This is an optimization exercise on Yosys and OpenROAD, whose aim is small area, a short achievable clock period and few clock cycles, not a production implementation. In this exercise RTL edits were held to simulation tests only and were not proved equivalent to the original. Power is estimated from default activity; no workload was simulated.

$ cat flow/config.mk
export PLATFORM = sky130hd
export DESIGN_NAME = CPU_top
export DESIGN_NICKNAME = CPU_top
export VERILOG_FILES = /design/flow/design.v
export SDC_FILE = /design/flow/constraint.sdc
export NUM_CORES = 8
export LEC_CHECK = 0
export CAP_MARGIN = 30
export CORE_MARGIN = 2
export CORE_UTILIZATION = 55
export SLEW_MARGIN = 30
export SYNTH_HIERARCHICAL = 1
$ cat flow/constraint.sdc
create_clock -name core_clock -period 27.0 [get_ports {clk}]
set_input_delay 5.4000 -clock core_clock [delete_from_list [all_inputs] [get_ports {clk}]]
set_output_delay 5.4000 -clock core_clock [all_outputs]
set_load 0.01 [all_outputs]
$ cat flow/design.v
`timescale 1ns / 1ps
module ALU(
input [63:0] a, b,
input sub,         
input arith,       
input left,        
input s_add, s_sll, s_slt, s_sltu, s_xor, s_sr, s_or, s_and,
output [63:0] sum,
output carry,      
output eq,         
output [63:0] res
    );
    wire [63:0] p, g;
    adder add(.a(a), .b(b), .sub(sub), .sum(sum), .carry(carry), .p(p), .g(g));
    assign eq = &p;
    wire ltu = ~carry;
    wire gtu = carry & ~eq;
    wire slt = (a[63] ^ b[63]) ? a[63] : (a[63] ? gtu : ltu);
    wire f = arith & a[63];
    wire fn = ~f;
    wire [63:0] t [0:6];
    genvar i, l;
    generate
        for (i = 0; i < 64; i = i + 1) begin: g_rev
            g_mux2i u(.a0(a[i]), .a1(a[63-i]), .s(left), .y(t[0][i]));
        end
        for (l = 1; l < 7; l = l + 1) begin: g_lvl
            localparam integer SH = 1 << (6 - l);
            wire fill = ((l - 1) % 2 == 0) ? fn : f;
            for (i = 0; i < 64; i = i + 1) begin: g_bit
                if (i + SH < 64) begin: g_in
                    g_mux2i u(.a0(t[l-1][i]), .a1(t[l-1][i+SH]), .s(b[6-l]), .y(t[l][i]));
                end else begin: g_fill
                    g_mux2i u(.a0(t[l-1][i]), .a1(fill), .s(b[6-l]), .y(t[l][i]));
                end
            end
        end
    endgenerate
    wire [63:0] sr_n = t[6];
    wire [63:0] sl_n;
    generate
        for (i = 0; i < 64; i = i + 1) begin: g_sl
            assign sl_n[i] = sr_n[63-i];
        end
    endgenerate
    wire sp = s_xor | s_or;
    wire sg = s_and | s_or;
    wire ns_sll = ~s_sll;
    wire ns_sr = ~s_sr;
    wire [63:0] y1;
    generate
        for (i = 0; i < 64; i = i + 1) begin: g_res
            g_aoi222 u1(.a1(s_add), .b1(sum[i]), .a2(sp), .b2(p[i]), .a3(sg), .b3(g[i]), .y(y1[i]));
            if (i > 0) begin: g_hi
                g_o221ai u2(.a1(ns_sll), .a2(sl_n[i]), .b1(ns_sr), .b2(sr_n[i]), .c(y1[i]), .y(res[i]));
            end
        end
    endgenerate
    assign res[0] = ~y1[0] | (s_sll & ~sl_n[0]) | (s_sr & ~sr_n[0])
                  | (s_slt & slt) | (s_sltu & ltu);
endmodule
module adder(
input [63:0] a, b,
input sub,
output [63:0] sum,
output carry,
output [63:0] p, g
    );
    wire [63:0] bx = b ^ {64{sub}};
    assign g = a & bx;
    assign p = a ^ bx;
    wire [63:0] G [0:6];
    wire [63:0] P [0:6];
    assign G[0] = {g[63:1], g[0] | (p[0] & sub)};
    assign P[0] = p;
    genvar l, j;
    generate
        for (l = 0; l < 6; l = l + 1) begin: g_lv
            for (j = 0; j < 64; j = j + 1) begin: g_bit
                if (((j >> l) & 1) == 1) begin: g_op
                    localparam integer k = ((j >> l) << l) - 1;
                    assign G[l+1][j] = G[l][j] | (P[l][j] & G[l][k]);
                    assign P[l+1][j] = P[l][j] & P[l][k];
                end else begin: g_pass
                    assign G[l+1][j] = G[l][j];
                    assign P[l+1][j] = P[l][j];
                end
            end
        end
    endgenerate
    assign sum = p ^ {G[6][62:0], sub};
    assign carry = G[6][63];
endmodule
`timescale 1ns / 1ps
module branch_detection(
input [31:0] w,
input [11:0] pc,
output pt,
output bb,           
output [11:0] tgt,
output bad
    );
    wire w_jal = (w[6:0] == 7'b1101111) & ({w[31], w[19:12], w[20], w[30:21]} != 20'd1);
    wire w_bb = (w[6:0] == 7'b1100011) & w[31];
    assign pt = w_jal | w_bb;
    assign bb = w_bb;
    wire [11:2] off = {w[30:25], w[2] ? w[24:21] : w[11:8]};
    wire [10:0] hi = w[2] ? {w[31], w[31], w[19:12], w[20]} : {{9{w[31]}}, w[31], w[7]};
    wire [11:2] g, p;
    wire [11:2] G1, P1, G2, P2, G3, P3, G4;
    genvar i;
    generate
        for (i = 2; i < 12; i = i + 1) begin: g_pre
            g_and2 ug(.a(pc[i]), .b(off[i]), .y(g[i]));
            g_xor2 up(.a(pc[i]), .b(off[i]), .y(p[i]));
            if (((i - 2) & 1) == 1) begin: l1
                g_ao21 uG(.a(g[i]), .b(p[i]), .c(g[i-1]), .y(G1[i]));
                g_and2 uP(.a(p[i]), .b(p[i-1]), .y(P1[i]));
            end else begin: l1p
                assign G1[i] = g[i];
                assign P1[i] = p[i];
            end
            if (((i - 2) & 2) == 2) begin: l2
                localparam integer k = ((i - 2) & ~3) + 1 + 2;
                g_ao21 uG(.a(G1[i]), .b(P1[i]), .c(G1[k]), .y(G2[i]));
                g_and2 uP(.a(P1[i]), .b(P1[k]), .y(P2[i]));
            end else begin: l2p
                assign G2[i] = G1[i];
                assign P2[i] = P1[i];
            end
            if (((i - 2) & 4) == 4) begin: l3
                localparam integer k = ((i - 2) & ~7) + 3 + 2;
                g_ao21 uG(.a(G2[i]), .b(P2[i]), .c(G2[k]), .y(G3[i]));
                g_and2 uP(.a(P2[i]), .b(P2[k]), .y(P3[i]));
            end else begin: l3p
                assign G3[i] = G2[i];
                assign P3[i] = P2[i];
            end
            if (((i - 2) & 8) == 8) begin: l4
                g_ao21 uG(.a(G3[i]), .b(P3[i]), .c(G3[9]), .y(G4[i]));
            end else begin: l4p
                assign G4[i] = G3[i];
            end
        end
    endgenerate
    wire [11:3] s;
    generate
        for (i = 3; i < 12; i = i + 1) begin: g_sum
            g_xor2 us(.a(p[i]), .b(G4[i-1]), .y(s[i]));
        end
    endgenerate
    assign tgt = {s, p[2], pc[1:0]};
    wire c12 = G4[11];
    assign bad = c12 ? (hi != 11'h7ff) : (hi != 11'd0);
endmodule
`timescale 1ns / 1ps
module control_unit(
input [31:0] w,
output [31:0] rs1_oh, rs2_oh,    
output c_op, c_opi, c_ld, c_st, c_br, c_jal, c_jalr,
output c_use1, c_use2, c_wr, c_ldw,
output c_sub, c_arith, c_left,
output s_add, s_sll, s_slt, s_sltu, s_xor, s_sr, s_or, s_and, s_link,
output b_rs2, b_immi, b_imms,
output t_eq, t_ne, t_lt, t_ge, t_ltu, t_geu, c_pt
    );
    wire [6:0] op = w[6:0];
    wire [2:0] f3 = w[14:12];
    wire [4:0] rs1 = w[19:15];
    wire [4:0] rs2 = w[24:20];
    wire rdnz = (w[11:7] != 5'd0);
    wire alt = w[30];
    genvar i;
    generate
        for (i = 0; i < 32; i = i + 1) begin: g_oh
            assign rs1_oh[i] = (rs1 == i);
            assign rs2_oh[i] = (rs2 == i);
        end
    endgenerate
    assign c_op   = (op == 7'b0110011);
    assign c_opi  = (op == 7'b0010011);
    assign c_ld   = (op == 7'b0000011);
    assign c_st   = (op == 7'b0100011);
    assign c_br   = (op == 7'b1100011);
    assign c_jal  = (op == 7'b1101111);
    assign c_jalr = (op == 7'b1100111);
    wire alu = c_op | c_opi;
    wire ft_b = ({w[31], w[7], w[30:25], w[11:8]} == 12'd1);
    wire ft_j = ({w[31], w[19:12], w[20], w[30:21]} == 20'd1);
    wire brt = c_br & ~ft_b;
    assign c_use1 = c_op | c_opi | c_ld | c_st | c_br | c_jalr;
    assign c_use2 = c_op | c_st | c_br;
    assign c_wr = (alu | c_jal | c_jalr) & rdnz;
    assign c_ldw = c_ld & rdnz;
    assign c_sub = c_br | (alu & (f3 == 3'b010 || f3 == 3'b011)) | (c_op & f3 == 3'b000 & alt);
    assign c_arith = alt & (f3 == 3'b101);
    assign c_left = (f3 == 3'b001);
    assign s_add = alu & (f3 == 3'b000);
    assign s_sll = alu & (f3 == 3'b001);
    assign s_slt = alu & (f3 == 3'b010);
    assign s_sltu = alu & (f3 == 3'b011);
    assign s_xor = alu & (f3 == 3'b100);
    assign s_sr = alu & (f3 == 3'b101);
    assign s_or = alu & (f3 == 3'b110);
    assign s_and = alu & (f3 == 3'b111);
    assign s_link = c_jal | c_jalr;
    assign b_rs2 = c_op | c_br;
    assign b_immi = c_opi | c_ld | c_jalr;
    assign b_imms = c_st;
    assign t_eq = brt & (f3 == 3'b000);
    assign t_ne = brt & (f3 == 3'b001);
    assign t_lt = brt & (f3 == 3'b100);
    assign t_ge = brt & (f3 == 3'b101);
    assign t_ltu = brt & (f3 == 3'b110);
    assign t_geu = brt & (f3 == 3'b111);
    assign c_pt = (c_jal & ~ft_j) | (c_br & w[31]);
endmodule
`timescale 1ns / 1ps
module rdbit(
input [31:1] sel,
input [31:1] d,
input sl, l, sr, r,
input e,
output o
    );
    wire [10:0] x;
    genvar k;
    generate
        for (k = 0; k < 10; k = k + 1) begin: g_x
            g_aoi222 u(.a1(sel[3*k+1]), .b1(d[3*k+1]), .a2(sel[3*k+2]), .b2(d[3*k+2]),
                       .a3(sel[3*k+3]), .b3(d[3*k+3]), .y(x[k]));
        end
    endgenerate
    g_aoi222 u10(.a1(sel[31]), .b1(d[31]), .a2(sl), .b2(l), .a3(sr), .b3(r), .y(x[10]));
    wire y0, y1, y2;
    g_nand4 n0(.a(x[0]), .b(x[1]), .c(x[2]), .d(x[3]), .y(y0));
    g_nand4 n1(.a(x[4]), .b(x[5]), .c(x[6]), .d(x[7]), .y(y1));
    g_nand3 n2(.a(x[8]), .b(x[9]), .c(x[10]), .y(y2));
    g_or4 n3(.a(y0), .b(y1), .c(y2), .d(e), .y(o));
endmodule
module rdbit_ne(
input [31:1] sel,
input [31:1] d,
input sl, l, sr, r,
output o
    );
    wire [10:0] x;
    genvar k;
    generate
        for (k = 0; k < 10; k = k + 1) begin: g_x
            g_aoi222 u(.a1(sel[3*k+1]), .b1(d[3*k+1]), .a2(sel[3*k+2]), .b2(d[3*k+2]),
                       .a3(sel[3*k+3]), .b3(d[3*k+3]), .y(x[k]));
        end
    endgenerate
    g_aoi222 u10(.a1(sel[31]), .b1(d[31]), .a2(sl), .b2(l), .a3(sr), .b3(r), .y(x[10]));
    wire y0, y1, y2;
    g_nand4 n0(.a(x[0]), .b(x[1]), .c(x[2]), .d(x[3]), .y(y0));
    g_nand4 n1(.a(x[4]), .b(x[5]), .c(x[6]), .d(x[7]), .y(y1));
    g_nand3 n2(.a(x[8]), .b(x[9]), .c(x[10]), .y(y2));
    g_or3 n3(.a(y0), .b(y1), .c(y2), .y(o));
endmodule
module rdmux #(parameter [63:0] EMASK = {64{1'b1}}) (
input [31:1] sel,
input [64*31-1:0] d,
input sl, sr,
input [63:0] l, r,
input [63:0] e,
output [63:0] o
    );
    genvar b, k;
    generate
        for (b = 0; b < 64; b = b + 1) begin: g_bit
            wire [31:1] db;
            for (k = 1; k < 32; k = k + 1) begin: g_reg
                assign db[k] = d[64*(k-1) + b];
            end
            if (EMASK[b]) begin: g_e
                rdbit u(.sel(sel), .d(db), .sl(sl), .l(l[b]), .sr(sr), .r(r[b]), .e(e[b]), .o(o[b]));
            end else begin: g_ne
                rdbit_ne u(.sel(sel), .d(db), .sl(sl), .l(l[b]), .sr(sr), .r(r[b]), .o(o[b]));
            end
        end
    endgenerate
endmodule
`timescale 1ns / 1ps
module g_aoi222(input a1, b1, a2, b2, a3, b3, output y);
    assign y = ~((a1 & b1) | (a2 & b2) | (a3 & b3));
endmodule
module g_aoi22(input a1, b1, a2, b2, output y);
    assign y = ~((a1 & b1) | (a2 & b2));
endmodule
module g_nand4(input a, b, c, d, output y);
    assign y = ~(a & b & c & d);
endmodule
module g_nand2(input a, b, output y);
    assign y = ~(a & b);
endmodule
module g_and3(input a, b, c, output y);
    assign y = a & b & c;
endmodule
module g_nand3(input a, b, c, output y);
    assign y = ~(a & b & c);
endmodule
module g_or3(input a, b, c, output y);
    assign y = a | b | c;
endmodule
module g_mux2i(input a0, a1, s, output y);
    assign y = ~(s ? a1 : a0);
endmodule
module g_o221ai(input a1, a2, b1, b2, c, output y);
    assign y = ~((a1 | a2) & (b1 | b2) & c);
endmodule
module g_or4(input a, b, c, d, output y);
    assign y = a | b | c | d;
endmodule
module g_xor2(input a, b, output y);
    assign y = a ^ b;
endmodule
module g_and2(input a, b, output y);
    assign y = a & b;
endmodule
module g_ao21(input a, b, c, output y);
    assign y = a | (b & c);
endmodule
module g_ao22(input a1, b1, a2, b2, output y);
    assign y = (a1 & b1) | (a2 & b2);
endmodule
module g_mux2(input a0, a1, s, output y);
    assign y = s ? a1 : a0;
endmodule
module g_pcnext(input a1, b1, h1, c1, a0, fj, b0, h0, c0, tb1, tb0, s, pt, bt, sq, tk,
                output d);
    wire x1n, y1n, t1n, x0n, y0n, z0n, t0n;
    g_aoi22 ux1(.a1(b1), .b1(pt), .a2(h1), .b2(bt), .y(x1n));
    g_aoi22 uy1(.a1(a1), .b1(tb1), .a2(c1), .b2(sq), .y(y1n));
    g_and2 u1(.a(x1n), .b(y1n), .y(t1n));
    g_aoi22 ux0(.a1(b0), .b1(pt), .a2(h0), .b2(bt), .y(x0n));
    g_aoi22 uy0(.a1(a0), .b1(tb0), .a2(fj), .b2(s), .y(y0n));
    g_nand2 uz0(.a(c0), .b(sq), .y(z0n));
    g_and3 u0(.a(x0n), .b(y0n), .c(z0n), .y(t0n));
    g_mux2i um(.a0(t0n), .a1(t1n), .s(tk), .y(d));
endmodule
module g_pcnext_hi(input a1, n1, a0, fj, n0, tb1, tb0, s, sq, tk, output d);
    wire t1n, t0n;
    g_aoi22 u1(.a1(a1), .b1(tb1), .a2(n1), .b2(sq), .y(t1n));
    g_aoi222 u0(.a1(a0), .b1(tb0), .a2(fj), .b2(s), .a3(n0), .b3(sq), .y(t0n));
    g_mux2i um(.a0(t0n), .a1(t1n), .s(tk), .y(d));
endmodule
`timescale 1ns / 1ps
module CPU_top(
input clk, rstn,
output imem_en,
output [63:0] imem_addr,
input [31:0] imem_rdata,
output dmem_re, dmem_we,
output [63:0] dmem_addr, dmem_wdata,
input [63:0] dmem_rdata
    );
    wire rst = ~rstn;
    reg [63:0] pcf;           
    reg        en;            
    reg        rv;            
    reg [11:0] rpc;           
    reg [31:0] ir;            
    reg [11:0] irpc;
    reg        irv;
    reg        stl;           
    reg        mv, wv;        
    reg [4:0]  mrd, wrd;
    reg        ldrv;          
    reg [4:0]  ldrrd;
    reg [63:0] ldr;
    reg        resv;          
    reg [4:0]  resrd;
    reg [63:0] res;
    reg        dwe, dre;
    reg [11:3] daddr;         
    reg [63:0] dwdata;
    reg [64*31-1:0] rf;       
    reg [31:1] rfv;           
    reg c_op, c_opi, c_ld, c_st, c_br, c_jal, c_jalr;
    reg c_use1, c_use2, c_wr, c_ldw;
    reg c_sub, c_arith, c_left;
    reg s_add, s_sll, s_slt, s_sltu, s_xor, s_sr, s_or, s_and, s_link;
    reg b_rs2, b_immi, b_imms;
    reg t_eq, t_ne, t_lt, t_ge, t_ltu, t_geu, c_pt;
    reg [31:1] sel1, sel2;    
    reg sr1, sr2;             
    reg sl1, sl2;             
    reg x2a, x2b;             
    assign imem_en = en;
    assign imem_addr = pcf;
    assign dmem_we = dwe;
    assign dmem_re = dre;
    assign dmem_addr = {52'd0, daddr, 3'b000};
    assign dmem_wdata = dwdata;
    wire [4:0] rs1 = ir[19:15];
    wire [4:0] rs2 = ir[24:20];
    wire [4:0] rd  = ir[11:7];
    wire fire = irv & ~stl;
    wire wdx = fire & c_wr;
    wire [63:0] p1, p2;
    wire [63:0] imm_i = {{52{ir[31]}}, ir[31:20]};
    wire [63:0] imm_s = {{52{ir[31]}}, ir[31:25], ir[11:7]};
    wire [63:0] e1 = {52'd0, x2a, 11'd0};
    wire [63:0] e2 = ({64{b_immi}} & imm_i) | {52'd0, x2b, 11'd0};
    rdmux #(.EMASK(64'h800)) rd1(.sel(sel1), .d(rf), .sl(sl1), .l(ldr), .sr(sr1), .r(res), .e(e1), .o(p1));
    rdmux rd2(.sel(sel2), .d(rf), .sl(sl2), .l(ldr), .sr(sr2), .r(res), .e(e2), .o(p2));
    wire [63:0] va = p1;
    wire [63:0] vb = p2;
    wire [11:0] aoff = c_st ? imm_s[11:0] : imm_i[11:0];
    wire [11:0] asum = va[11:0] + aoff;
    wire [63:0] sum, alu_res;
    wire carry, eq;
    ALU ALU(
    .a(va), .b(vb),
    .sub(c_sub), .arith(c_arith), .left(c_left),
    .s_add(s_add), .s_sll(s_sll), .s_slt(s_slt), .s_sltu(s_sltu),
    .s_xor(s_xor), .s_sr(s_sr), .s_or(s_or), .s_and(s_and),
    .sum(sum), .carry(carry), .eq(eq), .res(alu_res)
    );
    wire [12:0] link = {1'b0, irpc} + 13'd4;
    wire taken = (t_eq & eq) | (t_ne & ~eq) | (t_lt & sum[63]) | (t_ge & ~sum[63])
               | (t_ltu & ~carry) | (t_geu & carry);
    wire [22:0] off_b = {{9{ir[31]}}, ir[31], ir[7], ir[30:25], ir[11:8], 2'b00};
    wire [22:0] off_j = {ir[31], ir[31], ir[19:12], ir[20], ir[30:21], 2'b00};
    wire [23:0] tbr = {12'd0, irpc} + (c_jal ? {off_j[22], off_j} : {off_b[22], off_b});
    wire [63:0] tgt_br = {{40{tbr[23]}}, tbr};
    wire c_bad;
    branch_detection dxbad(.w(ir), .pc(irpc), .pt(), .bb(), .tgt(), .bad(c_bad));
    wire fbr = fire & c_br;
    wire fjr = fire & c_jalr;
    wire jbad = fire & c_jal & c_pt & c_bad;
    wire redir = fjr | (fbr & (taken ? (~c_pt | c_bad) : c_pt)) | jbad;
    wire pt;
    wire [11:0] ptgt;
    wire pbb;
    branch_detection predict(.w(imem_rdata), .pc(rpc), .pt(pt), .bb(pbb), .tgt(ptgt), .bad());
    reg        btbv, rvb;
    reg [11:0] btbtag, btbtgt;
    wire hit = btbv & en & (pcf[11:0] == btbtag) & (pcf[63:12] == 52'd0);
    wire irfree = ~irv | fire;
    wire take = rv & irfree;              
    wire pred = take & pt & ~rvb;
    wire [63:0] pcf_seq = en ? pcf + 64'd4 : pcf;
    wire a1 = fbr & (~c_pt | c_bad);       
    wire a0 = (fbr & c_pt) | jbad;         
    wire [63:0] tb0 = c_jal ? tgt_br : {51'd0, link};
    wire b1 = ~a1 & pred;
    wire h1 = ~a1 & ~pred & hit;
    wire c1 = ~a1 & ~pred & ~hit;
    wire b0 = ~a0 & ~fjr & pred;
    wire h0 = ~a0 & ~fjr & ~pred & hit;
    wire c0 = ~a0 & ~fjr & ~pred & ~hit;
    wire [63:0] pcf_d;
    genvar pb;
    generate
        for (pb = 0; pb < 13; pb = pb + 1) begin: g_pc
            g_pcnext u(.a1(a1), .b1(b1), .h1(h1), .c1(c1),
                       .a0(a0), .fj(fjr), .b0(b0), .h0(h0), .c0(c0),
                       .tb1(tgt_br[pb]), .tb0(tb0[pb]), .s(sum[pb]),
                       .pt(pb < 12 ? ptgt[pb % 12] : 1'b0), .bt(pb < 12 ? btbtgt[pb % 12] : 1'b0),
                       .sq(pcf_seq[pb]), .tk(taken), .d(pcf_d[pb]));
        end
        for (pb = 13; pb < 64; pb = pb + 1) begin: g_pch
            g_pcnext_hi u(.a1(a1), .n1(~a1), .a0(a0), .fj(fjr), .n0(~a0 & ~fjr),
                          .tb1(tgt_br[pb]), .tb0(tb0[pb]), .s(sum[pb]), .sq(pcf_seq[pb]),
                          .tk(taken), .d(pcf_d[pb]));
        end
    endgenerate
    always @(posedge clk or negedge rstn) begin
        if (!rstn) pcf <= 64'd0;
        else pcf <= pcf_d;
    end
    always @(posedge clk) begin
        if (rst) begin
            btbv <= 1'b0;
            rvb <= 1'b0;
            en <= 1'b1;
            rv <= 1'b0;
            irv <= 1'b0;
            stl <= 1'b0;
        end else begin
            en <= ~stl_n;
            stl <= stl_n;
            rv <= ~redir & ~pred & (en | (rv & ~take));
            if (en) rvb <= hit;
            if (fbr & c_pt) begin
                btbv <= 1'b1;
                btbtag <= irpc;
                btbtgt <= tbr[11:0];
            end
            if (redir) irv <= 1'b0;
            else if (irfree) irv <= rv;
        end
    end
    always @(posedge clk) begin
        if (en) rpc <= pcf[11:0];
        if (irfree) begin
            ir <= imem_rdata;
            irpc <= rpc;
        end
    end
    wire wl = ldrv & ~resv;
    wire [4:0] wa = resv ? resrd : ldrrd;
    wire [63:0] wd = resv ? res : ldr;
    wire kill_m = wdx & (mrd == rd);
    wire kill_w = wdx & (wrd == rd);
    wire kill_l = wdx & (ldrrd == rd);
    wire ldnew = wv & ~kill_w;
    wire ldrv_n = ldnew | (ldrv & ~(wl | kill_l));
    wire [4:0] ldrrd_n = ldnew ? wrd : ldrrd;
    wire [31:1] wdec;
    wire [31:1] rfv_n;
    genvar gi;
    generate
        for (gi = 1; gi < 32; gi = gi + 1) begin: g_rf
            assign wdec[gi] = (resv | wl) & (wa == gi);
            assign rfv_n[gi] = rfv[gi] | wdec[gi];
            always @(posedge clk)
                if (wdec[gi]) rf[64*(gi-1) +: 64] <= wd;
        end
    endgenerate
    always @(posedge clk) begin
        if (rst) begin
            rfv <= 31'd0;
            dwe <= 1'b0;
            dre <= 1'b0;
            mv <= 1'b0;
            wv <= 1'b0;
            ldrv <= 1'b0;
            resv <= 1'b0;
        end else begin
            rfv <= rfv_n;
            dwe <= fire & c_st;
            dre <= fire & c_ld;
            mv <= fire & c_ldw;
            wv <= mv & ~kill_m;
            ldrv <= ldrv_n;
            resv <= wdx;
        end
    end
    always @(posedge clk) begin
        daddr <= asum[11:3];
        dwdata <= vb;
        mrd <= rd;
        wrd <= mrd;
        if (ldnew) ldr <= dmem_rdata;
        ldrrd <= ldrrd_n;
        res <= alu_res | {51'd0, {13{s_link}} & link};
        resrd <= rd;
    end
    wire take_rd = irfree;
    wire [31:0] hold = ir;
    wire [31:0] r1_r, r2_r, r1_h, r2_h;
    wire [32:0] k_r, k_h;
    control_unit dec_r(
    .w(imem_rdata), .rs1_oh(r1_r), .rs2_oh(r2_r),
    .c_op(k_r[0]), .c_opi(k_r[1]), .c_ld(k_r[2]), .c_st(k_r[3]), .c_br(k_r[4]),
    .c_jal(k_r[5]), .c_jalr(k_r[6]), .c_use1(k_r[7]), .c_use2(k_r[8]), .c_wr(k_r[9]),
    .c_ldw(k_r[10]), .c_sub(k_r[11]), .c_arith(k_r[12]), .c_left(k_r[13]),
    .s_add(k_r[14]), .s_sll(k_r[15]), .s_slt(k_r[16]), .s_sltu(k_r[17]), .s_xor(k_r[18]),
    .s_sr(k_r[19]), .s_or(k_r[20]), .s_and(k_r[21]), .s_link(k_r[22]),
    .b_rs2(k_r[23]), .b_immi(k_r[24]), .b_imms(k_r[25]),
    .t_eq(k_r[26]), .t_ne(k_r[27]), .t_lt(k_r[28]), .t_ge(k_r[29]),
    .t_ltu(k_r[30]), .t_geu(k_r[31]), .c_pt(k_r[32])
    );
    control_unit dec_h(
    .w(hold), .rs1_oh(r1_h), .rs2_oh(r2_h),
    .c_op(k_h[0]), .c_opi(k_h[1]), .c_ld(k_h[2]), .c_st(k_h[3]), .c_br(k_h[4]),
    .c_jal(k_h[5]), .c_jalr(k_h[6]), .c_use1(k_h[7]), .c_use2(k_h[8]), .c_wr(k_h[9]),
    .c_ldw(k_h[10]), .c_sub(k_h[11]), .c_arith(k_h[12]), .c_left(k_h[13]),
    .s_add(k_h[14]), .s_sll(k_h[15]), .s_slt(k_h[16]), .s_sltu(k_h[17]), .s_xor(k_h[18]),
    .s_sr(k_h[19]), .s_or(k_h[20]), .s_and(k_h[21]), .s_link(k_h[22]),
    .b_rs2(k_h[23]), .b_immi(k_h[24]), .b_imms(k_h[25]),
    .t_eq(k_h[26]), .t_ne(k_h[27]), .t_lt(k_h[28]), .t_ge(k_h[29]),
    .t_ltu(k_h[30]), .t_geu(k_h[31]), .c_pt(k_h[32])
    );
    wire [32:0] k_n = take_rd ? k_r : k_h;
    wire [31:0] r1_n = take_rd ? r1_r : r1_h;
    wire [31:0] r2_n = take_rd ? r2_r : r2_h;
    wire [4:0] resrd_n = rd;
    wire [31:0] onres, onldr;
    generate
        for (gi = 0; gi < 32; gi = gi + 1) begin: g_src
            assign onres[gi] = wdx & (resrd_n == gi);
            assign onldr[gi] = ldrv_n & (ldrrd_n == gi);
        end
    endgenerate
    wire [31:1] rfok_n = rfv_n & ~onres[31:1] & ~onldr[31:1];
    wire g2_n = k_n[0] | k_n[4] | k_n[3];     
    always @(posedge clk) begin
        {c_pt, t_geu, t_ltu, t_ge, t_lt, t_ne, t_eq, b_imms, b_immi, b_rs2, s_link, s_and, s_or, s_sr,
         s_xor, s_sltu, s_slt, s_sll, s_add, c_left, c_arith, c_sub, c_ldw, c_wr,
         c_use2, c_use1, c_jalr, c_jal, c_br, c_st, c_ld, c_opi, c_op} <= k_n;
        sel1 <= r1_n[31:1] & rfok_n;
        sel2 <= r2_n[31:1] & rfok_n & {31{g2_n}};
        sr1 <= |(r1_n & onres);
        sr2 <= |(r2_n & onres) & g2_n;
        sl1 <= |(r1_n & onldr);
        sl2 <= |(r2_n & onldr) & g2_n;
        x2a <= r1_n[2] & ~rfv_n[2] & ~onres[2] & ~onldr[2];
        x2b <= r2_n[2] & ~rfv_n[2] & ~onres[2] & ~onldr[2] & g2_n;
    end
    wire [31:0] ir_n = take_rd ? imem_rdata : ir;
    wire [4:0] rs1_n = ir_n[19:15];
    wire [4:0] rs2_n = ir_n[24:20];
    wire [4:0] rd_n = ir_n[11:7];
    wire irv_n = irfree ? rv : irv;
    wire mv_n = fire & c_ldw;
    wire [4:0] mrd_n = rd;
    wire wv_n = mv & ~kill_m;
    wire [4:0] wrd_n = mrd;
    wire haz1_n = k_n[7] & ((mv_n & (mrd_n == rs1_n)) | (wv_n & (wrd_n == rs1_n)));
    wire haz2_n = k_n[8] & ((mv_n & (mrd_n == rs2_n)) | (wv_n & (wrd_n == rs2_n)));
    wire ldw_if = (wv_n & (wrd_n != rd_n)) | (ldrv_n & wdx & (ldrrd_n != rd_n));
    wire [4:0] ldrd_if = (wv_n & (wrd_n != rd_n)) ? wrd_n : ldrrd_n;
    wire hazw_n = k_n[9] & mv_n & (mrd_n != rd_n) & ldw_if & (ldrd_if != mrd_n);
    wire stl_n = irv_n & (haz1_n | haz2_n | hazw_n);
endmodule
$ cat flow/flow/run.sh
#!/bin/bash
# The standard ORFS layout (standard.sh) with these changes:
#  - before floorplanning, combinational cells synthesis sized up go back to
#    their smallest size (flow/downsize.tcl); the timing repair sizes up those
#    on critical paths again;
#  - the timing repair steps aim at more setup slack than zero, so that they
#    work on the paths that set the achieved period (SDC, clock period and I/O
#    constraints stay the standard flow's);
#  - ports are buffered with buf_4 rather than the delay cell buffer_ports
#    picks on its own;
#  - CTS clusters somewhat more sinks per leaf buffer and adds no dummy loads.
set -euo pipefail
here=$(pwd)
bash standard.sh \
  "PRE_FLOORPLAN_TCL=$here/flow/downsize.tcl" \
  SETUP_SLACK_MARGIN=20.35 \
  "BUFFER_PORTS_ARGS=-buffer_cell sky130_fd_sc_hd__buf_4" \
  "CTS_ARGS=-sink_clustering_enable -repair_clock_nets -dont_use_dummy_load -sink_clustering_size 25 -sink_clustering_max_diameter 80" \
  finish > standard.log 2>&1
$ cat flow/flow/downsize.tcl
# Before floorplanning: put combinational cells that synthesis sized up back
# at their smallest drive strength; the timing repair that follows sizes up
# the ones on critical paths again.
set db [ord::get_db]
set block [ord::get_db_block]
set n 0
foreach inst [$block getInsts] {
  set name [[$inst getMaster] getName]
  if {![regexp {^(sky130_fd_sc_hd__[a-z0-9]+)_([0-9]+)$} $name -> base size]} { continue }
  if {$size eq "0" || $size eq "1"} { continue }
  if {[regexp {__(df|edf|sdf|dl|clk|conb|tap|fill|decap|diode)} $base]} { continue }
  set small [$db findMaster ${base}_1]
  if {$small eq "NULL"} { set small [$db findMaster ${base}_0] }
  if {$small eq "NULL"} { continue }
  $inst swapMaster $small
  incr n
}
puts "downsize.tcl: $n cells set to their smallest drive strength"
$ cat flow/standard.sh
#!/bin/bash
# synth_recipe.tcl (not shown) runs the flow's synth.tcl, then flattens the netlist and writes it again
# the make line also repeats each setting of config.mk as NAME=value (left out here)
make -C /OpenROAD-flow-scripts/flow DESIGN_CONFIG=/design/flow/config.mk WORK_HOME=/design/flow/orfs CLKGATE_MAP_FILE= SYNTH_SCRIPT=/design/flow/synth_recipe.tcl "${@:-finish}"
==> results.txt, run 1 <==
* Crit path cell chain: buf_6
* CTS Buf Count at 135
* Width of the chip at 453 µm
* Pwr Density at 52.8 nW/µm²
* Startpoint types: register
* First-pass GRT wire length at 705000 µm
* Count of final hold-check violations at 0
* Worst vdd ir at 0.0836 mV
* Slew Limit Fails at 0
* Clock latency (worst-skew pair) at 0.88 ns
* Post-Syn Area per Cell at 14.7 µm²
* CP Class: reg -> out
* Clock-pin slew on the worst setup and hold paths at 0.09 ns
* Starting Density at 55.4%
* Die area at 205000 µm²
* CTS tree: yes
* Largest net degree at the start of global routing at 72
* WP depth at 1
* Yosys warns at 9
* Critical-path top delay cell: dfrtp_4
* Reg area at 71600 µm²
* Critical Path Source: pcf[42]
* Buffers and inverters on the worst path at 1
* Final ANT Viol Nets at 0
* Leakage at 41.4 nW
* Starting DRT DRC Count at 29200
* Multi-input logic area at 41300 µm²
* Worst Skew at 0.133 ns
* Crit-path max FO at 4
* GPL Wtd Cong at 1.06
* Hold WC Path Type: reg -> reg
* RSZ-0062 raised after global routing: true
* Top delay family on crit path: flip-flops
* Post-Syn Area at 111000 µm²
* Final period util at 26.0%
* M2 GR Usage at 69.2%
* Drt wl/cell at 48.8 µm
* Vias in the first global route at 85200
* Post-Syn Instances at 7551
* RR Endpoint: irv
* Status: timing/DRC/antenna clean
* Synth-to-Final Area Change at 14.8%
* GRT overflow at 0
* Initial antenna violation count at 72
* Power share of the clock group at 31.2%
* Combinational power share at 6.6%
* Flop pwr share at 62.2%
* Nets at 8471
* Vias at 95100
* Largest buffer count on any clock path at 3
* P_sw at 1.53 mW
* Worst setup path endpoint: imem_addr[42]
* Fmax at 0.143 GHz
* Total Power at 6.72 mW
* RR Startpoint: sel2[7]
* Internal power at 5.19 mW
* Slew headroom at 25.4%
* Share of layout cells above drive strength 1 at 17.0%
* Core area at 200000 µm²
* Worst Path Arrival at 1.61 ns
* Met1 usage at 63.0%
* Clk root buf: clkbuf_16
* Worst hold slack at 0.472 ns
* Commonest cells after routing, fill and taps aside: edfxtp_1, a222oi_1, mux2i_1
* GR peak layer: met2
* CP peak stage delay at 0.60 ns
* Sw Share at 22.8%
* Hold Buf Count CTS at 0
* Final wirelength at 536000 µm
* Grt met3 use at 26.1%
* Reg2Reg Depth at 25
* R2R Setup Slk at 20.01 ns
* All-Layer GR Usage at 49.7%
* Total negative setup slack at 0 ns
* # port buffers at 237
* Measured slew at the worst slew-check pin at 1.12 ns
* Vias per std cell at 8.65
* MaxCap Viol Count at 0
* Post-layout min period at 7.01 ns
* Final Setup Violations at 0
* DIE HEIGHT at 453 µm
* DR DRC count at 0
* Commonest non-fill, non-tap cell in the layout: edfxtp_1
* Core Rows at 164
* Top Ports at 293
* Filler instances at 14700
* Drt first pass iters at 17
* Number of H-tree levels at 4
* WP data required at 21.60 ns
* DP Wirelength at 344000 µm
* Clk sinks at 2480
* Critical Path End Type: output pin
how the worst min path moves through the flow:
| stage | slack (ns) | endpoint | from | cells past startpoint |
|---|---|---|---|---|
| floorplan | 0.33 | wrd[0] | resrd[0] | 0 |
| global placement | 0.44 | dre | c_ld | 1 |
| detailed placement | 0.46 | rfv[28] | rfv[28] | 1 |
| CTS | 0.47 | rfv[4] | rfv[4] | 1 |
| global route | 0.49 | dre | c_ld | 1 |
| finish | 0.47 | dre | c_ld | 1 |
per-layer routing:
| metal | part of all wire, % | up-vias |
|---|---|---|
| met1 | 32 | 46800 |
| met4 | 7.8 | 82 |
| met2 | 40 | 10500 |
| li1 | - | 35500 |
| met5 | 0.35 | - |
| met3 | 20 | 2252 |
cell type report:
class | count | area share, %
flip-flops and latches | 2480 | 56.3
inverters | 85 | 0.262
diodes | 60 | 0.118
multi-input cells | 4890 | 32.4
clock buffers | 135 | 2.65
well taps | 2656 | 2.61
repair buffers | 688 | 5.65
flip-flops by register name, indices dropped and copies added, names as in the netlist, 5 cells and up:
register	flops
btbtag	10
pcf	64
sel1	31
daddr	9
rpc	12
ir	32
btbtgt	12
wrd	5
resrd	5
irpc	12
ldr	64
rfv	31
ldrrd	5
dwdata	64
res	64
sel2	31
rf	1984
power groups by stage:
stage | Combinational (mW) | Sequential [mW] | Clock [mW]
after floorplan | 0.206 | 4.26 | 0
after global placement | 0.346 | 4.28 | 0
after detailed placement | 0.350 | 4.28 | 0
after CTS | 0.408 | 4.18 | 2.07
after global routing | 0.461 | 4.18 | 2.20
final | 0.441 | 4.18 | 2.10
stage by stage:
step                      cell area (µm²)  utilization [%]  setup WS [ns]  std cells
after global placement             118000             59.0          18.43      10600
final                              127000             63.6          19.99      11000
after global routing               127000             63.6          20.00      10900
after detailed placement           118000             59.1          18.35      10600
after floorplan                    112000                -          19.56       7609
after CTS                          125000             62.6          19.97      10900
repair_timing:
item	CTS	global route
buffers inserted	144	66
setup endpoints to repair	261	216
cloned	15	12
endpoints found under the hold margin	0	0
pin swaps	96	109
resized for setup	569	170
Testbench counts, summed over its fixed seeds: cycles 36,688.
==> run 2, diff against run 1 <==
--- a/flow/flow/run.sh
+++ b/flow/flow/run.sh
@@ -13,7 +13,7 @@
 here=$(pwd)
 bash standard.sh \
   "PRE_FLOORPLAN_TCL=$here/flow/downsize.tcl" \
-  SETUP_SLACK_MARGIN=20.35 \
+  SETUP_SLACK_MARGIN=20.1 \
   "BUFFER_PORTS_ARGS=-buffer_cell sky130_fd_sc_hd__buf_4" \
   "CTS_ARGS=-sink_clustering_enable -repair_clock_nets -dont_use_dummy_load -sink_clustering_size 25 -sink_clustering_max_diameter 80" \
   finish > standard.log 2>&1
==> run 2 against run 1 <==
Worst hold slack worse by 0.033 ns; combinational power shrank 13%; routed wire length grew 0.57%; clock power fell by 2%; die area unchanged; critical path depth is 21 higher; sequential cell count unchanged.
==> results.txt, run 2 <==
* Status: timing/DRC/antenna clean
* M2 GR Usage at 68.5% (-0.71 points)
* P_sw at 1.51 mW (-1.7%)
* CTS tree: yes
* Worst Path Arrival at 7.85 ns (+6.24 ns)
* GRT overflow at 0 (unchanged)
* Commonest cells after routing, fill and taps aside: edfxtp_1, a222oi_1, mux2i_1
* Initial antenna violation count at 54 (-25%)
* DR DRC count at 0 (unchanged)
* GPL Wtd Cong at 1.11 (+4.9%)
* Grt met3 use at 23.3% (-2.8 points)
* Hold Buf Count CTS at 0 (unchanged)
* Number of H-tree levels at 4 (unchanged)
* Drt first pass iters at 17 (unchanged)
* Starting DRT DRC Count at 29300 (+0.26%)
* Critical Path End Type: register
* CP Class: reg -> reg
* Largest register FFs at 1984 (unchanged)
* WP data required at 27.73 ns (+6.13 ns)
* Total Power at 6.63 mW (-1.3%)
* Biggest register: rf
* Setup WS post-layout at 19.88 ns (-0.104 ns)
* Synth-to-Final Area Change at 11.7%
* Post-layout min period at 7.12 ns (+0.104 ns)
* # port buffers at 237 (unchanged)
* Count of final hold-check violations at 0 (unchanged)
* Worst Skew at 0.115 ns (-0.0173 ns)
* Vias in the first global route at 86000 (+0.93%)
* Top Ports at 293 (unchanged)
* Final wirelength at 539000 µm (+0.57%)
* Fmax at 0.141 GHz (-1.5%)
* Nets at 8365 (-1.3%)
* All-Layer GR Usage at 50.0% (+0.22 points)
* Core Rows at 164 (unchanged)
* Crit-path max FO at 37 (+33)
* Fin area at 124000 µm² (-2.7%)
* Commonest non-fill, non-tap cell in the layout: edfxtp_1
* Slew headroom at 16.8% (-8.6 points)
* Met1 usage at 62.5% (-0.40 points)
* Share of layout cells above drive strength 1 at 13.2% (-3.8 points)
* Die area at 205000 µm² (unchanged)
* DIE HEIGHT at 453 µm (unchanged)
* Post-Syn Instances at 7551 (unchanged)
* Power share of the clock group at 31.1% (about the same)
* Worst vdd ir at 0.0789 mV (-5.6%)
* Starting Density at 55.4% (unchanged)
* Final ANT Viol Nets at 0 (unchanged)
* Clk sinks at 2480 (unchanged)
* Total negative setup slack at 0 ns (unchanged)
* Startpoint types: register
* Layout Utilization at 61.9% (-1.7 points)
* First-pass GRT wire length at 707000 µm (+0.34%)
* GR peak layer: met2
* Drt wl/cell at 49.7 µm (+1.9%)
* Internal power at 5.13 mW (-1.2%)
* RSZ-0062 raised after global routing: true
* Largest net degree at the start of global routing at 73 (+1.4%)
* Core area at 200000 µm² (unchanged)
* Final Setup Violations at 0 (unchanged)
* Post-Syn Area per Cell at 14.7 µm² (unchanged)
* CTS Buf Count at 130 (-3.7%)
* Hold WC Path Type: reg -> reg
* DP Wirelength at 342000 µm (-0.73%)
* Slew Limit Fails at 0 (unchanged)
* Filler instances at 15100 (+3.0%)
* Vias at 94900 (-0.23%)
* Width of the chip at 453 µm (unchanged)
* Flop pwr share at 63.1% (+0.9 points)
* Post-Syn Area at 111000 µm² (unchanged)
* Leakage at 40.2 nW (-3.0%)
* MaxCap Viol Count at 0 (unchanged)
* Measured slew at the worst slew-check pin at 1.25 ns (+0.132 ns)
* Final period util at 26.4% (+0.39 points)
* Yosys warns at 9 (unchanged)
* Placed cell areas at 118000 µm² (about the same)
* Clock latency (worst-skew pair) at 0.87 ns (about the same)
* Combinational power share at 5.8% (-0.8 points)
* Pwr Density at 53.5 nW/µm² (+1.4%)
* Sw Share at 22.7% (-0.10 points)
* Clock-pin slew on the worst setup and hold paths at 0.10 ns (about the same)
* Vias per std cell at 8.74 (+1.1%)
* Largest buffer count on any clock path at 3 (unchanged)
* Placement Setup Slack at 19.08 ns (+0.736 ns)
* Clk root buf: clkbuf_16
-- run 2: area by class of cell --
class | instances | area [µm²] | share of cell area (%)
timing repair buffer | 588 | 5330 | 4.30
multi-input combinational | 4889 | 40100 | 32.4
clock buffer | 130 | 3250 | 2.63
antenna | 24 | 60.1 | 0.0485
tap | 2656 | 3320 | 2.68
sequential | 2480 | 71400 | 57.7
inverter | 85 | 334 | 0.270
-- run 2: path summary, 6_finish.rpt --
path | from | to | slack [ns] | cells after the start
hold reg to reg | c_ld | dre | 0.44 | 1
max in group asynchronous | rstn | pcf[40] | 20.67 | 3
hold / removal | c_ld | dre | 0.44 | 1
setup reg to reg | sel1[5] | rv | 19.88 | 22
min in group asynchronous | rstn | pcf[59] | 5.02 | 2
setup / recovery | sel1[5] | rv | 19.88 | 22
-- run 2: worst max-delay path, cell delays in order (launching register included) --
cell,delay [ns]
dfxtp_4,0.52
buf_4,0.46
a222oi_1,0.41
nand4_1,0.86
or3_4,0.75
ha_4,0.29
nand2_1,0.07
o21ai_1,0.16
a221oi_2,0.29
buf_4,0.17
o221a_1,0.26
o21a_1,0.18
o31ai_4,0.11
a221o_1,0.37
a41oi_2,0.28
o31a_1,0.29
mux2i_2,0.31
nand3_4,0.16
mux2_1,0.35
a221o_1,0.29
nand2_1,0.06
nand2_1,0.07
nor3b_1,0.20
-- run 2: metal layers --
| metal | share of wire (%) | vias up |
|---|---|---|
| li1 | - | 35200 |
| met3 | 19 | 2539 |
| met1 | 32 | 46200 |
| met4 | 9.4 | 64 |
| met5 | 0.089 | - |
| met2 | 40 | 10900 |
-- run 2: metrics by stage --
step | instances | hold WS, ns
after floorplan | 7609 | 0.329
after global routing | 10800 | 0.456
after CTS | 10800 | 0.443
after detailed placement | 10600 | 0.433
after global placement | 10600 | 0.424
final | 10900 | 0.439
-- run 2: power groups by stage --
stage               Clock (mW)  Combinational (mW)  Sequential [mW]
finish                    2.06               0.385             4.19
global route              2.16               0.403             4.19
CTS                       2.04               0.367             4.19
detailed placement           0               0.345             4.28
global placement             0               0.344             4.28
floorplan                    0               0.205             4.26
-- run 2: what timing repair did --
item	4_1_cts	5_1_grt
setup endpoints to repair	149	81
pin swaps	28	65
gates resized for setup	163	172
endpoints found under the hold margin	0	0
buffers inserted	63	49
gates cloned	4	3
==> run 3, diff against run 2 <==
--- a/flow/design.v
+++ b/flow/design.v
@@ -431,7 +431,9 @@
     wire fbr = fire & c_br;
     wire fjr = fire & c_jalr;
     wire jbad = fire & c_jal & c_pt & c_bad;
-    wire redir = fjr | (fbr & (taken ? (~c_pt | c_bad) : c_pt)) | jbad;
+    wire redir_t = fjr | (fbr & (~c_pt | c_bad)) | jbad;    
+    wire redir_nt = fjr | (fbr & c_pt) | jbad;              
+    wire redir = taken ? redir_t : redir_nt;
     wire pt;
     wire [11:0] ptgt;
     wire pbb;
@@ -472,6 +474,11 @@
         if (!rstn) pcf <= 64'd0;
         else pcf <= pcf_d;
     end
+    wire rv_keep = ~pred & (en | (rv & ~take));
+    wire irv_keep = irfree ? rv : irv;
+    wire rv_n, irv_d;
+    g_mux2 u_rv(.a0(~redir_nt & rv_keep), .a1(~redir_t & rv_keep), .s(taken), .y(rv_n));
+    g_mux2 u_irv(.a0(~redir_nt & irv_keep), .a1(~redir_t & irv_keep), .s(taken), .y(irv_d));
     always @(posedge clk) begin
         if (rst) begin
             btbv <= 1'b0;
@@ -483,15 +490,14 @@
         end else begin
             en <= ~stl_n;
             stl <= stl_n;
-            rv <= ~redir & ~pred & (en | (rv & ~take));
+            rv <= rv_n;
             if (en) rvb <= hit;
             if (fbr & c_pt) begin
                 btbv <= 1'b1;
                 btbtag <= irpc;
                 btbtgt <= tbr[11:0];
             end
-            if (redir) irv <= 1'b0;
-            else if (irfree) irv <= rv;
+            irv <= irv_d;
         end
     end
     always @(posedge clk) begin
--- a/flow/flow/run.sh
+++ b/flow/flow/run.sh
@@ -13,7 +13,7 @@
 here=$(pwd)
 bash standard.sh \
   "PRE_FLOORPLAN_TCL=$here/flow/downsize.tcl" \
-  SETUP_SLACK_MARGIN=20.1 \
+  SETUP_SLACK_MARGIN=20.25 \
   "BUFFER_PORTS_ARGS=-buffer_cell sky130_fd_sc_hd__buf_4" \
   "CTS_ARGS=-sink_clustering_enable -repair_clock_nets -dont_use_dummy_load -sink_clustering_size 25 -sink_clustering_max_diameter 80" \
   finish > standard.log 2>&1
==> run 3 against run 2 <==
Still clean; critical path depth fell by 2; worst setup slack better by 0.076 ns; clock power rose by 2%; utilization grew 0.96 points; highest routed layer unchanged.
==> results.txt, run 3 <==
* Width of the chip at 453 µm (about the same)
* MaxCap Viol Count at 0 (unchanged)
* Synth-to-Final Area Change at 13.5%
* Top Ports at 293 (unchanged)
* First-pass GRT wire length at 715000 µm (+1.1%)
* GRT overflow at 0 (unchanged)
* Status: timing/DRC/antenna clean
* Clock-pin slew on the worst setup and hold paths at 0.10 ns (about the same)
* RSZ-0062 raised after global routing: true
* Worst vdd ir at 0.0725 mV (-8.2%)
* Clk sinks at 2480 (unchanged)
* Number of H-tree levels at 4 (unchanged)
* Critical Path End Type: register
* GPL Wtd Cong at 1.11 (+0.23%)
* Slew Limit Fails at 0 (unchanged)
* Vias at 95600 (+0.71%)
* Core area at 200000 µm² (+0.10%)
* Post-Syn Instances at 7560 (+0.12%)
* Post-Syn Area at 111000 µm² (+0.12%)
* Core Rows at 164 (unchanged)
* Die area at 205000 µm² (+0.11%)
* DR DRC count at 0 (unchanged)
* Crit-path max FO at 24 (-35%)
* CP Class: reg -> reg
* Total Power at 6.73 mW (+1.4%)
* Final Setup Violations at 0 (unchanged)
* All-Layer GR Usage at 50.6% (+0.60 points)
* WP data required at 27.63 ns (-0.10 ns)
* Initial antenna violation count at 75 (+39%)
* DP Wirelength at 344000 µm (+0.61%)
* Vias per std cell at 8.72 (-0.29%)
* Commonest cells after routing, fill and taps aside: edfxtp_1, a222oi_1, mux2i_1
* Final wirelength at 547000 µm (+1.4%)
* Total negative setup slack at 0 ns (unchanged)
* Final ANT Viol Nets at 0 (unchanged)
* Post-Syn Area per Cell at 14.7 µm² (about the same)
* Measured slew at the worst slew-check pin at 1.20 ns (-0.0483 ns)
* Nets at 8460 (+1.1%)
* Clk root buf: clkbuf_16
* Clock latency (worst-skew pair) at 0.88 ns (about the same)
* Share of layout cells above drive strength 1 at 15.3% (+2.1 points)
* Biggest register: rf
* Starting Density at 55.4% (about the same)
* Largest net degree at the start of global routing at 72 (-1.4%)
* Leakage at 41.0 nW (+2.1%)
* Final period util at 26.1% (-0.28 points)
* Largest register FFs at 1984 (unchanged)
* DIE HEIGHT at 453 µm (about the same)
* Count of final hold-check violations at 0 (unchanged)
* Vias in the first global route at 86500 (+0.66%)
* Starting DRT DRC Count at 29400 (+0.29%)
* Drt first pass iters at 17 (unchanged)
* Largest buffer count on any clock path at 3 (unchanged)
* Pwr Density at 53.4 nW/µm² (-0.23%)
* Worst Skew at 0.131 ns (+0.0158 ns)
* Post-layout min period at 7.04 ns (-0.0755 ns)
* Hold WC Path Type: reg -> reg
* Fmax at 0.142 GHz (+1.1%)
* # port buffers at 237 (unchanged)
* Drt wl/cell at 49.9 µm (+0.40%)
* CTS tree: yes
* Worst Path Arrival at 7.67 ns (-0.18 ns)
* Commonest non-fill, non-tap cell in the layout: edfxtp_1
* Slew headroom at 17.8% (+0.93 points)
* CTS Buf Count at 134 (+3.1%)
* Yosys warns at 9 (unchanged)
* Startpoint types: register
[run 3: cell types whose count changed in the layout (fill, tap and decap cells not counted), moves of 12 or more]
cell       delta
a21oi_1      -18
a22oi_1      -14
a22oi_2      +16
buf_4        -22
buf_6        +86
clkbuf_16    +12
dfxtp_1      -15
dfxtp_4      +16
diode_2      +14
mux2i_1      -29
mux2i_2      +12
nor2_1       +21
nor3_1       -27
o21ai_0      -24
[run 3: worst paths after layout]
check / start / endpoint / slack [ns] / depth (start not counted)
min in group asynchronous: rstn / pcf[59] / 4.57 / 1
setup reg to reg: sel2[25] / res[51] / 19.96 / 20
hold reg to reg: c_ld / dre / 0.45 / 1
hold / removal: c_ld / dre / 0.45 / 1
max in group asynchronous: rstn / pcf[31] / 21.11 / 2
setup / recovery: sel2[25] / res[51] / 19.96 / 20
[run 3: timing repair]
action,4_1_cts,5_1_grt
gates resized for setup,287,193
setup endpoints to repair,194,164
buffers inserted,109,73
pin swaps,43,91
hold buffers,0,0
gates cloned,5,11
[run 3: layout make-up]
class                      count  area [µm²]
multi-input combinational   4894       40800
tap                         2656        3320
sequential                  2480       71500
clock buffer                 134        3350
fill                       15200       74300
inverter                      91         357
antenna                       38        95.1
timing repair buffer         668        6550
[run 3: per-layer routing]
layer | vias to the layer above | wire, µm | global-route usage, %
met5 | - | 565 | 0.746
met4 | 52 | 50400 | 31.8
met3 | 2533 | 104000 | 25.2
met2 | 10700 | 216000 | 69.8
met1 | 46800 | 175000 | 62.9
li1 | 35400 | - | -
[run 3: power by group]
part	leakage (nW)	internal [mW]	total, mW	switching (mW)
combinational	17.0	0.173	0.435	0.261
sequential	22.4	4.13	4.19	0.0668
clock	1.65	0.886	2.10	1.21
total	41.0	5.19	6.73	1.54
[run 3: through the flow]
| step | cell area [µm²] | util, % | std cells | hold slack, ns | setup slack (ns) |
|---|---|---|---|---|---|
| after floorplan | 112000 | - | 7618 | 0.329 | 19.57 |
| after global placement | 118000 | 59.0 | 10600 | 0.429 | 18.23 |
| after detailed placement | 118000 | 59.1 | 10600 | 0.438 | 18.54 |
| after CTS | 124000 | 61.8 | 10800 | 0.451 | 20.03 |
| after global routing | 126000 | 62.9 | 10900 | 0.480 | 20.04 |
| final | 126000 | 62.9 | 11000 | 0.452 | 19.96 |
[run 3: critical path, stage by stage, from the launching register on]
cell and delay, ns:
dfxtp_4 0.47, buf_4 0.34, buf_6 0.31, a222oi_1 0.47
nand3_1 0.36, or4_4 0.58, xor2_1 0.20, ha_4 0.43
and4_1 0.27, and3_4 0.20, o211ai_1 0.08, buf_4 0.20
a2111oi_4 0.39, o21ai_2 0.13, buf_4 0.16, o21ai_1 0.57
a21o_1 0.31, and2_1 0.16, o311ai_1 0.28, a222oi_1 0.52
o221ai_1 0.40
Testbench counts of run 3, summed over its fixed seeds: cycles 36,688.
==> run 4, diff against run 3 <==
--- a/flow/flow/run.sh
+++ b/flow/flow/run.sh
@@ -13,7 +13,7 @@
 here=$(pwd)
 bash standard.sh \
   "PRE_FLOORPLAN_TCL=$here/flow/downsize.tcl" \
-  SETUP_SLACK_MARGIN=20.25 \
+  SETUP_SLACK_MARGIN=20.2 \
   "BUFFER_PORTS_ARGS=-buffer_cell sky130_fd_sc_hd__buf_4" \
   "CTS_ARGS=-sink_clustering_enable -repair_clock_nets -dont_use_dummy_load -sink_clustering_size 25 -sink_clustering_max_diameter 80" \
   finish > standard.log 2>&1
==> run 4 against run 3 <==
Area after synthesis stayed put; cell count is 0.57% lower; sequential power hardly changed; routed wire length is 3.9% lower; synthesized cell count stayed put; sequential share of layout area is 0.56 points higher; utilization is 0.60 points lower; design area is 0.95% lower; non-clock buffer count is 68 lower; first-iteration DRC count is 2.1% lower; largest power group unchanged.
==> results.txt, run 4 <==
* Status: timing/DRC/antenna clean
* Core area at 200000 µm² (unchanged)
* MaxCap Viol Count at 0 (unchanged)
* Clock-pin slew on the worst setup and hold paths at 0.07 ns (-0.03 ns)
* Top delay family on crit path: flip-flops
* First-pass GRT wire length at 694000 µm (-2.9%)
* Clock latency (worst-skew pair) at 0.88 ns (about the same)
* Post-Syn Instances at 7560 (unchanged)
* Layout Utilization at 62.3% (-0.60 points)
* Clk sinks at 2480 (unchanged)
* Total Power at 6.68 mW (-0.66%)
* WP data required at 21.60 ns (-6.03 ns)
* Commonest non-fill, non-tap cell in the layout: edfxtp_1
* Post-Syn Area at 111000 µm² (unchanged)
* R2R Setup Slk at 20.06 ns (+0.10 ns)
* Final wirelength at 525000 µm (-3.9%)
* DP Wirelength at 344000 µm (about the same)
* Hold WC Path Type: reg -> reg
* Worst Path Arrival at 1.58 ns (-6.09 ns)
* Largest net degree at the start of global routing at 67 (-6.9%)
* CP peak stage delay at 0.59 ns (about the same)
* Starting DRT DRC Count at 28800 (-2.1%)
* Crit path cell chain: buf_6
* Fmax at 0.143 GHz (+0.88%)
* Count of final hold-check violations at 0 (unchanged)
* Sink of the worst hold path: dre
* Core Rows at 164 (unchanged)
* RSZ-0062 raised after global routing: true
* GRT overflow at 0 (unchanged)
* RR Endpoint: res[54]
* All-Layer GR Usage at 48.9% (-1.7 points)
* Pwr Density at 53.6 nW/µm² (+0.29%)
* Hold Path Stages at 1 (unchanged)
* Initial antenna violation count at 69 (-8.0%)
* Worst Skew at 0.112 ns (-0.0197 ns)
* Final period util at 25.9% (-0.23 points)
* CTS Buf Count at 132 (-1.5%)
* Worst Hold Launch: c_ld
* DIE HEIGHT at 453 µm (unchanged)
* Commonest cells after routing, fill and taps aside: edfxtp_1, a222oi_1, mux2i_1
* CP Class: reg -> out
* Width of the chip at 453 µm (unchanged)
* Critical-path top delay cell: dfrtp_4
* Number of H-tree levels at 4 (unchanged)
* Slew headroom at 18.3% (+0.55 points)
* Critical Path Source: pcf[46]
* Total negative setup slack at 0 ns (unchanged)
* Drt first pass iters at 17 (unchanged)
* Slew Limit Fails at 0 (unchanged)
* Vias in the first global route at 83400 (-3.6%)
* Worst vdd ir at 0.0722 mV (-0.30%)
* Largest register FFs at 1984 (unchanged)
* Final Setup Violations at 0 (unchanged)
* Yosys warns at 9 (unchanged)
* Reg2Reg Depth at 16 (-20%)
* Top Ports at 293 (unchanged)
* Startpoint types: register
* Measured slew at the worst slew-check pin at 1.23 ns (+0.0261 ns)
* RR Startpoint: sel2[31]
* Starting Density at 55.4% (unchanged)
* Hold Buf Count CTS at 0 (unchanged)
* Vias at 93700 (-1.9%)
* Post-layout min period at 6.98 ns (-0.0617 ns)
* Final ANT Viol Nets at 0 (unchanged)
* Nets at 8388 (-0.85%)
* Die area at 205000 µm² (unchanged)
* Drt wl/cell at 48.2 µm (-3.4%)
* Crit-path max FO at 2 (-92%)
* Post-Syn Area per Cell at 14.7 µm² (unchanged)
* Leakage at 40.4 nW (-1.6%)
* DR DRC count at 0 (unchanged)
* # port buffers at 237 (unchanged)
* Share of layout cells above drive strength 1 at 14.5% (-0.78 points)
* Buffers and inverters on the worst path at 1 (-3)
* Clk root buf: clkbuf_16
* Largest buffer count on any clock path at 3 (unchanged)
* Filler instances at 15100 (-1.1%)
* GPL Wtd Cong at 1.05 (-5.6%)
* CTS tree: yes
* Vias per std cell at 8.60 (-1.3%)
* Synth-to-Final Area Change at 12.4%
* Biggest register: rf
* Critical Path End Type: output pin
==> run 4: cell types whose count changed in the layout (fill, tap and decap cells not counted), moves of 12 or more <==
cell	before	now
buf_6	125	113
buf_4	466	443
dfrtp_2	47	59
nand2_1	232	247
buf_12	38	18
==> run 4: area by class of cell <==
type                       instances  area [µm²]  area share [%]
antenna                           47         118          0.0943
clock buffer                     132        3300            2.65
inverter                          91         357           0.286
multi-input combinational       4892       40600            32.6
sequential                      2480       71500            57.3
tap                             2656        3320            2.66
timing repair buffer             600        5500            4.41
==> run 4: how the worst max path moves through the flow <==
stage                    endpoint  slack, ns  cells past startpoint
floorplan                 pcf[11]      19.57                     11
global placement          pcf[30]      18.35                     19
detailed placement        pcf[43]      18.62                     19
CTS                      sel2[25]      19.96                      9
global route        imem_addr[46]      20.03                      1
finish              imem_addr[46]      20.02                      1
==> run 4: through the flow <==
step	hold WS [ns]	instance area, µm²	instances	setup slack (ns)
2_1_floorplan	0.329	111000	7618	19.57
3_3_place_gp	0.440	118000	10600	18.35
3_5_place_dp	0.445	118000	10600	18.62
4_1_cts	0.466	123000	10800	19.96
5_1_grt	0.474	125000	10900	20.03
6_report	0.469	125000	10900	20.02
==> run 4: where the power goes <==
part / total, mW / internal (mW) / switching (mW)
Sequential: 4.18 / 4.13 / 0.0542
Combinational: 0.432 / 0.163 / 0.269
Clock: 2.07 / 0.873 / 1.20
Total: 6.68 / 5.16 / 1.52
==> run 4: metal layers <==
layer,global-route usage (%),vias to the layer above,share of wire [%]
met4,25.1,56,7.2
li1,-,35300,-
met2,67.5,10400,40
met3,23.6,1863,19
met1,63.7,46100,33
met5,0.117,-,0.11
==> run 4: what timing repair did <==
action	4_1_cts	5_1_grt
setup endpoints to repair	212	174
pin swaps	24	103
gates cloned	3	7
buffers inserted	86	47
gates resized for setup	268	194

[afterwards: timing with drivers on the ports]
The results above use ideal ports. As a check the final layouts listed here were re-extracted and re-timed, cells and wires unchanged.
Step 1 (the two cells are an assumption about what drives the block):
set clk [get_ports {clk}]
set_driving_cell -lib_cell sky130_fd_sc_hd__clkbuf_16 $clk
set_driving_cell -lib_cell sky130_fd_sc_hd__buf_2 [delete_from_list [all_inputs] $clk]
Step 2 moves the port delays by t, midway between the first and last clock arrival at a register: inputs arrive t later, outputs are due t later. That takes back most of the time a late clock gives input paths.
Three values: ideal, step 1, step 2; two values: the first two.
run | t (ns) | slack for setup (ns) | hold WS [ns] | worst slew at a driven data input, ns
run 1 | 0.922 | 19.987 / 19.879 / 19.277 | 0.472 / 0.472 / 0.472 | 0.19
run 2 | 0.903 | 19.883 / 19.883 / 19.225 | 0.439 / 0.439 / 0.439 | 0.16
run 3 | 0.904 | 19.958 / 19.956 / 19.274 | 0.452 / 0.452 / 0.452 | 0.17
run 4 | 0.930 | 20.020 / 19.919 / 19.222 | 0.469 / 0.469 / 0.469 | 0.21
After both steps setup and hold are still met in every run listed. The setup slack of run 4, which loses most, moves by -0.101 ns with the drivers and by -0.798 ns with both steps.
